Background: an optimization exercise with open tools, aiming at small area. Do not read the settings as production practice.
Only simulation tests tie the RTL to the original design; equivalence was not proved.

Design rcp, start of the top module:
module rcp
    #(parameter DATA_WIDTH = 64,
      parameter CTRL_WIDTH=DATA_WIDTH/8,
      parameter UDP_REG_SRC_WIDTH = 2)
   ( 
    output   [DATA_WIDTH-1:0]        out_data,
    output   [CTRL_WIDTH-1:0]        out_ctrl,
    output                              out_wr,
    input                               out_rdy,
    input  [DATA_WIDTH-1:0]            in_data,
    input  [CTRL_WIDTH-1:0]            in_ctrl,
    input                              in_wr,
    output                             in_rdy,
    input                              reg_req_in,
    input                              reg_ack_in,
    input                              reg_rd_wr_L_in,
    input  [23-1:0]   reg_addr_in,
    input  [32-1:0]  reg_data_in,
    input  [UDP_REG_SRC_WIDTH-1:0]     reg_src_in,
    output                             reg_req_out,
    output                             reg_ack_out,
    output                             reg_rd_wr_L_out,
    output  [23-1:0]  reg_addr_out,
    output  [32-1:0] reg_data_out,
    output  [UDP_REG_SRC_WIDTH-1:0]    reg_src_out,
    input                              clk,
    input                              reset);
Size: about 5100 cells after synthesis, roughly 1400 flip-flops, roughly 61000 um2 of cells after synthesis.
==> module rcp_acc_sum, before the edit <==
module rcp_acc_sum
  #(parameter W  = 64,
    parameter XW = 16,
    parameter BLK = 8,
    parameter FAN = 8)
   (
    input      [XW-1:0] x,
    output reg [W-1:0]  q,
    input               reset,
    input               clk
   );
   wire [W:0]   c;
   wire [W-1:0] s;
   assign c[0] = 1'b0;
   genvar i;
   generate
      for (i = 0; i < W; i = i + 1) begin : g_bit
         if (i < XW) begin : g_lo
            if (XW <= FAN || i < FAN) begin : g_fa
               assign s[i]   = q[i] ^ x[i] ^ c[i];
               assign c[i+1] = (q[i] & x[i]) | (c[i] & (q[i] ^ x[i]));
            end
            else if (i == FAN) begin : g_add
               assign {c[XW], s[XW-1:FAN]} = {1'b0, q[XW-1:FAN]} + {1'b0, x[XW-1:FAN]} + c[FAN];
            end
         end
         else begin : g_inc
            assign s[i] = q[i] ^ c[i];
            if (i + 1 < W && (i + 1 - XW) % BLK == 0) begin : g_skip
               assign c[i+1] = c[XW] & (&q[i:XW]);
            end
            else begin : g_ha
               assign c[i+1] = q[i] & c[i];
            end
         end
      end
   endgenerate
   always @(posedge clk)
     q <= reset ? {W{1'b0}} : s;
endmodule  
clock: 8.0 ns
lec_check: 0
cap_margin: 20
core_margin: 2
core_utilization: 40
cts_buf_list: sky130_fd_sc_hd__clkbuf_16
cts_cluster_diameter: 120
cts_cluster_size: 24
slew_margin: 20
run.sh (not shown) runs the stock make flow with config.mk's settings and CLKGATE_MAP_FILE= SYNTH_SCRIPT=/design/flow/synth_recipe.tcl, a recipe that flattens the netlist after the stock synthesis.
Then changed:
--- a/flow/design.v
+++ b/flow/design.v
@@ -209,12 +209,11 @@
    endgenerate
 endmodule  
 module rcp_acc_sum
   #(parameter W  = 64,
     parameter XW = 16,
-    parameter BLK = 8,
-    parameter FAN = 8)
+    parameter BLK = 8)
    (
     input      [XW-1:0] x,
     output reg [W-1:0]  q,
     input               reset,
     input               clk
@@ -223,17 +222,13 @@
    wire [W-1:0] s;
    assign c[0] = 1'b0;
    genvar i;
    generate
       for (i = 0; i < W; i = i + 1) begin : g_bit
-         if (i < XW) begin : g_lo
-            if (XW <= FAN || i < FAN) begin : g_fa
-               assign s[i]   = q[i] ^ x[i] ^ c[i];
-               assign c[i+1] = (q[i] & x[i]) | (c[i] & (q[i] ^ x[i]));
-            end
-            else if (i == FAN) begin : g_add
-               assign {c[XW], s[XW-1:FAN]} = {1'b0, q[XW-1:FAN]} + {1'b0, x[XW-1:FAN]} + c[FAN];
+         if (i < XW) begin : g_fa
+            if (i == 0) begin : g_add
+               assign {c[XW], s[XW-1:0]} = {1'b0, q[XW-1:0]} + {1'b0, x};
             end
          end
          else begin : g_inc
             assign s[i] = q[i] ^ c[i];
             if (i + 1 < W && (i + 1 - XW) % BLK == 0) begin : g_skip
What happened: First-iteration DRC count came out higher by 1.6%. Via count grows by about 6%. Clock skew stays flat. Hold slack got worse by 13 ps. Sequential share of layout area fell by 1.2 points. Routed wire length grows by 5.8%. Synthesized area goes up by 2.1%. Setup slack is better by 410 ps. Maximum frequency goes up by about 6%. Final cell count rises by about 5%. Die area goes up by about 2%.

==> static timing again, ports no longer ideal <==
In the flow no input, the clock included, has a driving cell. The finished layouts below were timed again as built, in two steps.
Step 1: set_driving_cell puts a clkbuf_16 on clk and a buf_2 on each other input, an assumption about the parent block.
Step 2 moves the port delays by t, midway between the first and last clock arrival at a register: inputs arrive t later, outputs are due t later. That takes back most of the time a late clock gives input paths.
Three values: ideal ports, drivers, drivers and shift; two values: the first two.
| run | shift t [ns] | setup slack, ns | clock arrival spread, ns | cell pins on the clock port's net |
|---|---|---|---|---|
| the first run | 0.795 | 0.820 / 0.820 / 0.820 | 0.055 / 0.055 | 1 |
| the second run | 0.754 | 1.229 / 1.230 / 1.230 | 0.067 / 0.067 | 1 |
After both steps setup and hold are still met in every run listed.
